This is an optimization exercise on Yosys and OpenROAD, whose aim is small area, not a production implementation.
Function was checked by simulation only, so behaviour that the tests miss may differ from the original.
The clock input has no modelled driver; a real chip could not lean on it and would need a root buffer or a full tree.
Power and IR drop assume default switching activity.

## old
==> flow/design.v <==
module readinput(
    input clk, rst,
    input [15:0] SW,
    output reg [3:0] car_nb,
    output wire [15:0] sel,
    output reg enter, exit
    );
    reg [15:0] presentn;   
    wire [15:0] present = ~presentn;
    reg diffr, diff2;
    reg [3:0] code;
    wire [15:0] d = SW ^ present;
    wire [3:0] hi = {|(d & 16'hff00), |(d & 16'hf0f0), |(d & 16'hcccc), |(d & 16'haaaa)};
    wire [3:0] lo = {|(d & 16'h00ff), |(d & 16'h0f0f), |(d & 16'h3333), |(d & 16'h5555)};
    wire multi = |(hi & lo);
    assign sel = 16'd1 << car_nb;
    wire b = |(sel & present);
    always @(posedge clk) begin
        code <= multi ? 4'd0 : hi;
        if (diffr) car_nb <= code;
        if (!rst) begin
            presentn <= 16'hffff;
            diffr <= 1'b0;
            diff2 <= 1'b0;
            enter <= 1'b0;
            exit <= 1'b0;
        end else begin
            presentn <= ~SW;
            diffr <= hi[0] | lo[0];
            diff2 <= diffr;
            enter <= diff2 & b;
            exit <= diff2 & ~b;
        end
    end
endmodule
module parking_controller(
    input clk, rst, enter, we, v, leave, pw_correct, pwdone,
    input [15:0] sel,
    output wire full,
    output reg [15:0] LED,
    output reg [1:0] segstate
    );
    assign full = &LED;
    integer i;
    always @(posedge clk) begin
        if (!rst) begin
            LED <= 16'd0;
            segstate <= 2'b11;
        end else begin
            for (i = 0; i < 16; i = i + 1)
                if (we & sel[i]) LED[i] <= v;
            if (full & ~leave) segstate <= 2'b00;
            else if (enter | leave) segstate <= 2'b11;
            else if (pwdone) segstate <= pw_correct ? 2'b01 : 2'b10;
        end
    end
endmodule
module pwread(
    input BTNL, BTNR, BTNU, BTND, BTNC,
    output wire pw_entered,
    output wire [2:0] TriLED2
    );
    assign pw_entered = BTNL | BTNR | BTNU | BTND | BTNC;
    assign TriLED2 = {2'b00, pw_entered};
endmodule
module pwcheck(
    input clk, rst, exit, enter, full,
    input BTNL, BTNR, BTNU, BTND, BTNC,
    output wire we, v, leave, pwstart, pwdone, pw_correct
    );
    reg x, err, h;
    reg [1:0] k;
    wire e = BTNL | BTNR | BTNU | BTND | BTNC;
    wire nl = ~BTNL, nr = nl & ~BTNR, nu = nr & ~BTNU;
    reg match;
    always @(*) begin
        case (k)
            2'd0: match = BTNL;
            2'd1: match = nl & BTNR;
            2'd2: match = nr & BTNU;
            default: match = nu & ~BTND & BTNC;
        endcase
    end
    wire last = h & (k == 2'd3);
    wire idle = err & ~h & (k == 2'd0);
    assign we = x & ~err;
    assign v = h;
    assign leave = x & ~err & ~h;
    assign pwstart = rst & ~x;
    assign pwdone = pwstart & last;
    assign pw_correct = pwdone & ~err;
    always @(posedge clk) begin
        if (!rst) begin
            x <= 1'b1; err <= 1'b1; h <= 1'b0; k <= 2'd0;
        end else if (x) begin
            x <= ~(err & ~exit & enter & ~full);
            err <= ~(err & exit);
            h <= 1'b0;
            k <= 2'd0;
        end else if (last) begin
            x <= 1'b1;
            h <= ~err;
            k <= 2'd0;
        end else begin
            h <= e & (h | ~idle);
            if (h & ~e) k <= k + 2'd1;
            if (idle) err <= ~e;
            else if (~h) err <= err | (e & ~match);
        end
    end
endmodule
module sevensegment(
    input clk, rst,
    input [1:0] segstate,
    output wire [7:0] digit,
    output reg [6:0] seg
    );
    localparam [13:0] SEEDQ = 14'd13582, TERMQ = 14'd1045, TMASK = 14'b10101010111111;
    reg [13:0] q;
    reg t;
    reg [2:0] idx;
    wire tc = ((q ^ TERMQ) & TMASK) == 14'd0;
    always @(posedge clk) begin
        if (!rst | tc) q <= SEEDQ;
        else q <= {~q[12:0], q[13] ^ q[12]};
        if (!rst) {idx, t} <= 4'b0001;
        else if (tc) {idx, t} <= {idx, t} + 4'd1;
    end
    assign digit = ~(8'd1 << idx);
    always @(*) begin
        case ({segstate, idx})
            5'b00_000: seg = 7'b1110001;
            5'b00_001: seg = 7'b1110001;
            5'b00_010: seg = 7'b1000001;
            5'b00_011: seg = 7'b0111000;
            5'b01_000: seg = 7'b1111010;
            5'b01_001: seg = 7'b0110000;
            5'b01_010: seg = 7'b1110000;
            5'b01_011: seg = 7'b1101010;
            5'b01_100: seg = 7'b0110000;
            5'b10_000: seg = 7'b1111010;
            5'b10_001: seg = 7'b1100010;
            5'b10_010: seg = 7'b1111010;
            5'b10_011: seg = 7'b1111010;
            5'b10_100: seg = 7'b0110000;
            default: seg = 7'b1111111;
        endcase
    end
endmodule
module top(
    clk, rst, BTNL, BTNR, BTNU, BTND, BTNC, SW,
    LED, TriLED1, TriLED2, seg, digit
    );
    input clk;
    input rst;
    input BTNL, BTNR, BTNU, BTND, BTNC;
    input [15:0] SW;
    output [15:0] LED;
    output [6:0] seg;
    output [7:0] digit;
    output [2:0] TriLED1, TriLED2;
    wire enter, exit, full, pw_correct, pwdone, pw_entered, pwstart, we, v, leave;
    wire [3:0] car_nb;
    wire [15:0] sel;
    wire [1:0] segstate;
    assign TriLED1 = {1'b0, pwstart, 1'b0};
    readinput RI(.clk(clk), .rst(rst), .SW(SW), .car_nb(car_nb), .sel(sel), .enter(enter), .exit(exit));
    pwcheck PWC(.clk(clk), .rst(rst), .exit(exit), .enter(enter), .full(full),
        .BTNL(BTNL), .BTNR(BTNR), .BTNU(BTNU), .BTND(BTND), .BTNC(BTNC),
        .we(we), .v(v), .leave(leave), .pwstart(pwstart), .pwdone(pwdone), .pw_correct(pw_correct));
    parking_controller PC(.clk(clk), .rst(rst), .enter(enter), .we(we), .v(v), .leave(leave),
        .pw_correct(pw_correct), .pwdone(pwdone), .sel(sel), .full(full), .LED(LED), .segstate(segstate));
    pwread PWR(.BTNL(BTNL), .BTNR(BTNR), .BTNU(BTNU), .BTND(BTND), .BTNC(BTNC),
        .pw_entered(pw_entered), .TriLED2(TriLED2));
    sevensegment SS(.clk(clk), .rst(rst), .segstate(segstate), .digit(digit), .seg(seg));
endmodule
Settings: LEC_CHECK=0, CAP_MARGIN=20, CORE_MARGIN=2, CORE_UTILIZATION=40, SLEW_MARGIN=20; clock period 10.0 ns.
standard.sh (not shown) runs the stock make flow with config.mk's settings and CLKGATE_MAP_FILE= SYNTH_SCRIPT=/design/flow/synth_recipe.tcl, a recipe that flattens the netlist after the stock synthesis.
==> flow/flow/run.sh <==
#!/bin/bash
# The standard layout (standard.sh) with:
#  - synthesis: the standard script, but the logic is mapped by the smallest
#    of several area-oriented ABC scripts (synth.tcl), and no half-adder cells
#  - port buffers: buf_1 instead of the default
#  - clock: the clock port drives a few clock buffers, each driving a group
#    of registers (cts.tcl)
set -euo pipefail
F=$PWD/flow
export ABC_SCRIPTS="$(ls $F/abc_*.script | tr '\n' ' ')"
export CLOCK_BUF_CELL=${CLOCK_BUF_CELL:-sky130_fd_sc_hd__clkbuf_8}
export CLOCK_GROUPS=${CLOCK_GROUPS:-4}
bash standard.sh \
  "SYNTH_SCRIPT=$F/synth.tcl" \
  "ADDER_MAP_FILE=" \
  "BUFFER_PORTS_ARGS=-buffer_cell sky130_fd_sc_hd__buf_1" \
  "PRE_CTS_TCL=$F/cts.tcl" \
  finish > standard.log 2>&1
Other scripts of this flow, unchanged in this note and not shown: flow/flow/abc_a3.script, flow/flow/abc_b7.script, flow/flow/abc_b8.script, flow/flow/abc_c2.script, flow/flow/abc_c3.script, flow/flow/abc_c5.script, flow/flow/abc_c6.script, flow/flow/abc_c8.script, flow/flow/cts.tcl, flow/flow/synth.tcl
Relative to old, the following input files were edited for new:
-- flow/design.v --
<<< old, line 43
    assign full = &LED;
    integer i;
    always @(posedge clk) begin
        if (!rst) begin
            LED <= 16'd0;
            segstate <= 2'b11;
        end else begin
            for (i = 0; i < 16; i = i + 1)
                if (we & sel[i]) LED[i] <= v;
            if (full & ~leave) segstate <= 2'b00;
            else if (enter | leave) segstate <= 2'b11;
            else if (pwdone) segstate <= pw_correct ? 2'b01 : 2'b10;
        end
    end
>>> new, line 43
    assign full = &LED;
    integer i;
    always @(posedge clk)
        for (i = 0; i < 16; i = i + 1)
            if (~rst | (we & sel[i])) LED[i] <= v & rst;
    always @(posedge clk) begin
        if (!rst) begin
            segstate <= 2'b01;
        end else begin
            if (full & ~leave) segstate <= 2'b00;
            else if (enter | leave) segstate <= 2'b01;
            else if (pwdone) segstate <= pw_correct ? 2'b10 : 2'b11;
        end
    end
<<< old, line 134
            5'b00_010: seg = 7'b1000001;
            5'b00_011: seg = 7'b0111000;
            5'b01_000: seg = 7'b1111010;
            5'b01_001: seg = 7'b0110000;
            5'b01_010: seg = 7'b1110000;
            5'b01_011: seg = 7'b1101010;
            5'b01_100: seg = 7'b0110000;
            5'b10_000: seg = 7'b1111010;
            5'b10_001: seg = 7'b1100010;
            5'b10_010: seg = 7'b1111010;
            5'b10_011: seg = 7'b1111010;
            5'b10_100: seg = 7'b0110000;
            default: seg = 7'b1111111;
        endcase
>>> new, line 134
            5'b00_010: seg = 7'b1000001;
            5'b00_011: seg = 7'b0111000;
            5'b10_000: seg = 7'b1111010;
            5'b10_001: seg = 7'b0110000;
            5'b10_010: seg = 7'b1110000;
            5'b10_011: seg = 7'b1101010;
            5'b10_100: seg = 7'b0110000;
            5'b11_000: seg = 7'b1111010;
            5'b11_001: seg = 7'b1100010;
            5'b11_010: seg = 7'b1111010;
            5'b11_011: seg = 7'b1111010;
            5'b11_100: seg = 7'b0110000;
            default: seg = 7'b1111111;
        endcase
Notes after the runs:
Compared with old, in new post-CTS setup buffer count ~0 delta, worst slack after detailed placement +500 ps, clock group share of total power -1.2 points.
Looking only at total power draw, and setting everything else aside, the lower value of old and new goes to old.
new packs its core more loosely than old.
Relative to old, the final cell area reported for new is lower.
In every run of this note, the design's own scripts or RTL, not TritonCTS, make the clock network.

## separate check: timing with driven ports
In the flow no input, the clock included, has a driving cell. The finished layouts below were timed again as built, in two steps.
Step 1 sets driving cells, clkbuf_16 on the clock port and buf_2 on the other inputs (assumed; they add their load-dependent delay and slew).
Step 2 times the ports against the registers' clock, not the clock port: input delays grow and output delays shrink by t, the midpoint of the rising clock arrivals with the driver on.
Three values: ideal, step 1, step 2; two values: the first two.
run | t (ns) | setup WS [ns] | worst setup path at the end
old | 0.214 | 4.370 / 4.349 / 4.349 | input to output
new | 0.209 | 4.841 / 4.819 / 4.819 | input to output
After both steps every run listed still meets setup and hold. For new, which loses most, drivers alone change the setup slack by -0.022 ns; drivers and shift together by -0.022 ns.
